This design comes from an exercise in tuning for small area on the open sky130 flow, not from production work.
Function was checked by simulation only, so behaviour that the tests miss may differ from the original.
No activity file was given, so power comes from the tool's default toggle rates.

==> v7: inputs <==
==> flow/design.v <==
module UART_top #(parameter debounce_period_Hz = 10000,
                  parameter clk_divisor = 868,
                  parameter num_bits = 8,
                  parameter parity = 0)
(
  input  logic       clk,
  input  logic       RSTn,
  input  logic       start,
  input  logic [7:0] data_in,
  output logic [7:0] data_out,
  input  logic       RX,
  output logic       TX
);
logic        s1, s2, en, btn;
logic [13:0] dq;
wire [13:0] dl     = dq ^ 14'h2aaa;
wire        d_x    = s1 ^ s2;
wire        d_last = (dl == 14'h3fa0);
wire        d_thr  = (dl == 14'h3f41);
wire [13:0] d_sh   = {dl[12:0], ^(dl & 14'h2001)};
wire [13:0] d_nx   = d_thr ? 14'h3 : (d_x && !d_last) ? 14'h1 : d_sh;
always_ff @(posedge clk or negedge RSTn)
  if (!RSTn) begin
    s1 <= 1'b0; s2 <= 1'b0; en <= 1'b0; btn <= 1'b0; dq <= 14'h2aa9;
  end else begin
    s1 <= start;
    s2 <= s1;
    en <= d_thr;
    if (en) btn <= s2;
    dq <= d_nx ^ 14'h2aaa;
  end
logic o1, o2, o3;
always_ff @(posedge clk or negedge RSTn)
  if (!RSTn) begin o1 <= 1'b0; o2 <= 1'b0; o3 <= 1'b0; end
  else begin o1 <= btn; o2 <= o1; o3 <= o2; end
wire pulse = o2 & ~o3;
localparam logic [3:0] IDLE = 4'd11;
logic [3:0] tk;
logic [9:0] tc;
logic       txr, pre, f;
wire [9:0] tl     = tc ^ 10'h2aa;
wire       t_term = (tl == 10'h355);
wire       t_idle = (tk == IDLE);
wire       t_acc  = t_idle & pulse;
wire [9:0] t_sh   = {tl[8:0], ^(tl & 10'h240)};
wire [9:0] t_nx   = t_acc ? 10'h307 : t_term ? 10'h1 : t_sh;
always_comb
  case (tk)
    4'd0:    f = 1'b0;
    4'd1:    f = data_in[0];
    4'd2:    f = data_in[1];
    4'd3:    f = data_in[2];
    4'd4:    f = data_in[3];
    4'd5:    f = data_in[4];
    4'd6:    f = data_in[5];
    4'd7:    f = data_in[6];
    4'd8:    f = data_in[7];
    4'd9:    f = ^data_in;
    default: f = 1'b1;
  endcase
always_ff @(posedge clk) begin
  pre <= f;
  tc  <= t_nx ^ 10'h2aa;
end
always_ff @(posedge clk or negedge RSTn)
  if (!RSTn) begin
    tk <= IDLE; txr <= 1'b1;
  end else begin
    if (t_acc) tk <= 4'd0;
    else if (t_term && !t_idle) begin
      tk  <= tk + 4'd1;
      txr <= pre;
    end
  end
assign TX = txr;
logic       sr;
logic [3:0] rk;
logic [9:0] rc;
logic [7:0] dout;
wire [9:0] rl     = rc ^ 10'h2aa;
wire       r_term = (rl == 10'h355);
wire       r_idle = (rk == IDLE);
wire       r_acc  = r_idle & ~sr;
wire [9:0] r_sh   = {rl[8:0], ^(rl & 10'h240)};
wire [9:0] r_nx   = r_acc ? 10'h307 : r_term ? 10'h1 : r_sh;
always_ff @(posedge clk) rc <= r_nx ^ 10'h2aa;
always_ff @(posedge clk or negedge RSTn)
  if (!RSTn) begin
    sr <= 1'b1; rk <= IDLE; dout <= 8'd0;
  end else begin
    sr <= RX;
    if (r_acc) rk <= 4'd0;
    else if (r_term && !r_idle) rk <= rk + 4'd1;
    for (int i = 0; i < 8; i++)
      if (r_term && rk == i + 1) dout[i] <= sr;
  end
assign data_out = dout;
endmodule
==> flow/run.sh <==
#!/bin/bash
# synth_recipe.tcl (not shown) runs the flow's synth.tcl, then flattens the netlist and writes it again
# the make line also repeats each setting of config.mk as NAME=value (left out here)
make -C /OpenROAD-flow-scripts/flow DESIGN_CONFIG=/design/flow/config.mk WORK_HOME=/design/flow/orfs CLKGATE_MAP_FILE= SYNTH_SCRIPT=/design/flow/synth_recipe.tcl finish
==> flow/config.mk <==
export PLATFORM = sky130hd
export DESIGN_NAME = UART_top
export DESIGN_NICKNAME = UART_top
export VERILOG_FILES = /design/flow/design.v
export SDC_FILE = /design/flow/constraint.sdc
export NUM_CORES = 4
export LEC_CHECK = 0
export CAP_MARGIN = 20
export CORE_MARGIN = 2
export CORE_UTILIZATION = 70
export CTS_BUF_LIST = sky130_fd_sc_hd__clkbuf_4 sky130_fd_sc_hd__clkbuf_8
export CTS_CLUSTER_DIAMETER = 500
export CTS_CLUSTER_SIZE = 100
export SLEW_MARGIN = 20
==> flow/constraint.sdc <==
create_clock -name core_clock -period 10.0 [get_ports {clk}]
set_input_delay 2.0000 -clock core_clock [delete_from_list [all_inputs] [get_ports {clk}]]
set_output_delay 2.0000 -clock core_clock [all_outputs]
set_load 0.01 [all_outputs]
==> inputs of v35, as changes to v7 <==
==> flow/design.v (replaced) <==
module UART_top #(parameter debounce_period_Hz = 10000,
                  parameter clk_divisor = 868,
                  parameter num_bits = 8,
                  parameter parity = 0)
(
  input  logic       clk,
  input  logic       RSTn,
  input  logic       start,
  input  logic [7:0] data_in,
  output logic [7:0] data_out,
  input  logic       RX,
  output logic       TX
);
logic       s1, s2, en, btn;
logic [13:0] dq;
wire d_x    = s1 ^ s2;
wire d_last = (dq == 14'd9999);
wire d_thr  = (dq == 14'd10000);
always_ff @(posedge clk or negedge RSTn)
  if (!RSTn) begin
    s1 <= 1'b0; s2 <= 1'b0; en <= 1'b0; btn <= 1'b0; dq <= 14'd0;
  end else begin
    s1 <= start;
    s2 <= s1;
    en <= d_thr;
    if (en) btn <= s2;
    if (d_thr)               dq <= 14'd0;
    else if (d_x && !d_last) dq <= 14'h3fff;
    else                     dq <= dq + 14'd1;
  end
logic o1, o2, o3;
always_ff @(posedge clk or negedge RSTn)
  if (!RSTn) begin o1 <= 1'b0; o2 <= 1'b0; o3 <= 1'b0; end
  else begin o1 <= btn; o2 <= o1; o3 <= o2; end
wire pulse = o2 & ~o3;
localparam logic [3:0] IDLE = 4'd11;
logic [3:0] tk;
logic [9:0] tc;
logic       txr, pre, f;
wire t_term = (tc == 10'd868);
wire t_idle = (tk == IDLE);
wire t_acc  = t_idle & pulse;
always_comb
  case (tk)
    4'd0:    f = 1'b0;
    4'd1:    f = data_in[0];
    4'd2:    f = data_in[1];
    4'd3:    f = data_in[2];
    4'd4:    f = data_in[3];
    4'd5:    f = data_in[4];
    4'd6:    f = data_in[5];
    4'd7:    f = data_in[6];
    4'd8:    f = data_in[7];
    4'd9:    f = ^data_in;
    default: f = 1'b1;
  endcase
always_ff @(posedge clk) pre <= f;
always_ff @(posedge clk or negedge RSTn)
  if (!RSTn) begin
    tk <= IDLE; tc <= 10'd0; txr <= 1'b1;
  end else begin
    if (t_term) txr <= pre;
    if (t_acc) begin
      tk <= 4'd0; tc <= 10'd434;
    end else begin
      tc <= t_term ? 10'd0 : tc + 10'd1;
      if (t_term && !t_idle) tk <= tk + 4'd1;
    end
  end
assign TX = txr;
logic       sr;
logic [3:0] rk;
logic [9:0] rc;
logic [7:0] dout;
wire r_term = (rc == 10'd868);
wire r_idle = (rk == IDLE);
wire r_acc  = r_idle & ~sr;
always_ff @(posedge clk or negedge RSTn)
  if (!RSTn) begin
    sr <= 1'b1; rk <= IDLE; rc <= 10'd0; dout <= 8'd0;
  end else begin
    sr <= RX;
    if (r_acc) begin
      rk <= 4'd0; rc <= 10'd434;
    end else begin
      rc <= r_term ? 10'd0 : rc + 10'd1;
      if (r_term && !r_idle) rk <= rk + 4'd1;
    end
    for (int i = 0; i < 8; i++)
      if (r_term && rk == i + 1) dout[i] <= sr;
  end
assign data_out = dout;
endmodule
Settings changed: CORE_UTILIZATION 70 to 40, CTS_BUF_LIST sky130_fd_sc_hd__clkbuf_4 sky130_fd_sc_hd__clkbuf_8 to unset, CTS_CLUSTER_DIAMETER 500 to unset, CTS_CLUSTER_SIZE 100 to unset.
==> inputs of v14, as changes to v7 <==
==> flow/design.v (replaced) <==
module UART_top #(parameter debounce_period_Hz = 10000,
                  parameter clk_divisor = 868,
                  parameter num_bits = 8,
                  parameter parity = 0)
(
  input  logic       clk,
  input  logic       RSTn,
  input  logic       start,
  input  logic [7:0] data_in,
  output logic [7:0] data_out,
  input  logic       RX,
  output logic       TX
);
logic        s1, thr, btn;
logic [13:0] dq;
wire [13:0] dl     = dq ^ 14'h2aaa;
wire        d_x    = start ^ s1;
wire        d_last = (dl == 14'h1560);
wire [13:0] d_sh   = {dl[12:0], ^(dl & 14'h2001)};
wire [13:0] d_nx   = thr ? 14'h3ffe : (d_x && !d_last) ? 14'h3fff : d_sh;
wire        go     = thr & start & ~btn;
always_ff @(posedge clk or negedge RSTn)
  if (!RSTn) begin
    s1 <= 1'b0; thr <= 1'b0; btn <= 1'b0; dq <= 14'h1557;
  end else begin
    s1  <= start;
    thr <= d_last;
    if (thr) btn <= start;
    dq  <= d_nx ^ 14'h2aaa;
  end
localparam logic [3:0] HALF = 4'd15, IDLE = 4'd10;
function automatic logic [3:0] inc4(input logic [3:0] k, input logic a);
  inc4 = k ^ {a & k[2] & k[1] & k[0], a & k[1] & k[0], a & k[0], a};
endfunction
logic [3:0] tk;
logic [9:0] tc;
logic       txr, pre, f;
wire [9:0] tl     = tc ^ 10'h155;
wire       t_term = (tl == 10'h155);
wire       t_idle = tk[3] & tk[1] & ~tk[0];
wire       t_acc  = go;
wire [9:0] t_sh   = {tl[8:0], ^(tl & 10'h300)};
wire [9:0] t_nx   = t_acc ? 10'h141 : t_term ? 10'h4 : t_sh;
wire       par    = ^data_in;
always_comb
  if (tk[3]) f = ~tk[2] & (tk[0] | par);    
  else       f = data_in[tk[2:0]];
always_ff @(posedge clk) begin
  pre <= f;
  tc  <= t_nx ^ 10'h155;
end
always_ff @(posedge clk or negedge RSTn)
  if (!RSTn) begin
    tk <= IDLE; txr <= 1'b1;
  end else begin
    if (t_term && !t_idle) txr <= pre;
    if (t_acc) tk <= HALF;
    else       tk <= inc4(tk, t_term & ~t_idle);
  end
assign TX = txr;
logic       sr;
logic [3:0] rk;
logic [9:0] rc;
logic [7:0] dout;
wire [9:0] rl     = rc ^ 10'h155;
wire       r_term = (rl == 10'h155);
wire       r_idle = rk[3] & rk[1] & ~rk[0];
wire       r_acc  = r_idle & ~sr;
wire [9:0] r_sh   = {rl[8:0], ^(rl & 10'h300)};
wire [9:0] r_nx   = r_acc ? 10'h3e : r_term ? 10'h4 : r_sh;
always_ff @(posedge clk) rc <= r_nx ^ 10'h155;
always_ff @(posedge clk or negedge RSTn)
  if (!RSTn) begin
    sr <= 1'b1; rk <= IDLE; dout <= 8'd0;
  end else begin
    sr <= RX;
    if (r_acc) rk <= HALF;
    else       rk <= inc4(rk, r_term & ~r_idle);
    for (int i = 0; i < 8; i++)
      if (r_term && rk == i) dout[i] <= sr;
  end
assign data_out = dout;
endmodule
Settings changed: CORE_UTILIZATION 70 to 50.
==> summary.log <==
[run_status] status finished clean
[power_and_ir_drop] clock distribution power 251 uW
[setup_path] FF-to-FF End tk[1]$_DFFE_PN1P_
[setup_path] length in cells of the worst reg-to-reg path 6
[layout] Final Cell Area 3600 um2
[layout] final-layout clock-cell area share 6.535%
[power_and_ir_drop] Clk pwr share 38.5%
[logic_synthesis] Post-Syn Instances 290
[die] effective utilization at floorplan 41.70%
[layout] layout inverter count without the clock tree 16
[logic_synthesis] post-synthesis sequential area ratio 49.28%
[grt] largest net degree at the start of global routing 60
[sta] final period demand of the worst path 3.388 ns
[setup_path] start point of the critical path txr$_DFFE_PN1P_
[clock_network] clock root buffer sky130_fd_sc_hd__clkbuf_8
[grt] number of global-route vias before repair 2216
[logic_synthesis] share of cell area taken by muxes after synthesis 4.789%
[sta] slew at the pin closest to its max-slew limit 0.8435 ns
[setup_path] data arrival time of the worst path 1.39 ns
[power_and_ir_drop] internal power summed over all cells 476.0 uW
[logic_synthesis] most frequently used cell type in the post-synthesis netlist sky130_fd_sc_hd__dfrtp_1
The numbers above come from v35.

==> summary.log <==
[setup_path] length in cells of the worst reg-to-reg path 5
[power_and_ir_drop] clock distribution power 123 uW
[logic_synthesis] post-synthesis sequential area ratio 60.55%
[grt] largest net degree at the start of global routing 36
[logic_synthesis] Post-Syn Instances 185
[layout] layout inverter count without the clock tree 4
[logic_synthesis] most frequently used cell type in the post-synthesis netlist sky130_fd_sc_hd__nor2_1
[setup_path] FF-to-FF End tk[0]$_DFF_PN0_
[layout] final-layout clock-cell area share 3.587%
[layout] Final Cell Area 2511 um2
[sta] final period demand of the worst path 3.387 ns
[grt] number of global-route vias before repair 1464
[die] effective utilization at floorplan 53.09%
[run_status] status finished clean
[sta] slew at the pin closest to its max-slew limit 0.4780 ns
[power_and_ir_drop] Clk pwr share 33.1%
The numbers above come from v14.

==> summary.log <==
[run_status] status finished clean
[grt] number of global-route vias before repair 1577
[setup_path] length in cells of the worst reg-to-reg path 4
[sta] final period demand of the worst path 3.457 ns
[clock_network] clock root buffer sky130_fd_sc_hd__clkbuf_4
[layout] layout inverter count without the clock tree 5
[grt] largest net degree at the start of global routing 40
[logic_synthesis] most frequently used cell type in the post-synthesis netlist sky130_fd_sc_hd__nand2_1
[setup_path] data arrival time of the worst path 1.46 ns
[logic_synthesis] Post-Syn Instances 205
[power_and_ir_drop] Clk pwr share 34.7%
[layout] final-layout clock-cell area share 4.060%
[setup_path] FF-to-FF End dout[2]$_DFFE_PN0P_
The numbers above come from v7.

-- afterwards: timing with drivers on the ports --
Ports are ideal in the flow. The routed layouts listed here were re-timed in OpenROAD. Step 1 sets driving cells, clkbuf_16 on the clock port and buf_2 on the other inputs (assumed; they add their load-dependent delay and slew). Step 2, shift: input delay + t, output delay - t, t = (earliest + latest rising clock arrival at the registers) / 2. This alone moves slack from input paths to output paths. a / b / c = ideal / step 1 / step 2; a / b = the first two.
run	shift t [ns]	setup slack, ns	worst hold slack (ns)	worst data-port slew with drivers (ns)
v7	0.417	6.543 / 6.518 / 6.580	0.376 / 0.376 / 0.376	0.04
v35	0.358	6.612 / 6.584 / 6.686	0.363 / 0.363 / 0.363	0.04
v14	0.321	6.613 / 6.586 / 6.665	0.402 / 0.402 / 0.402	0.03
After both steps every run listed still meets setup and hold.
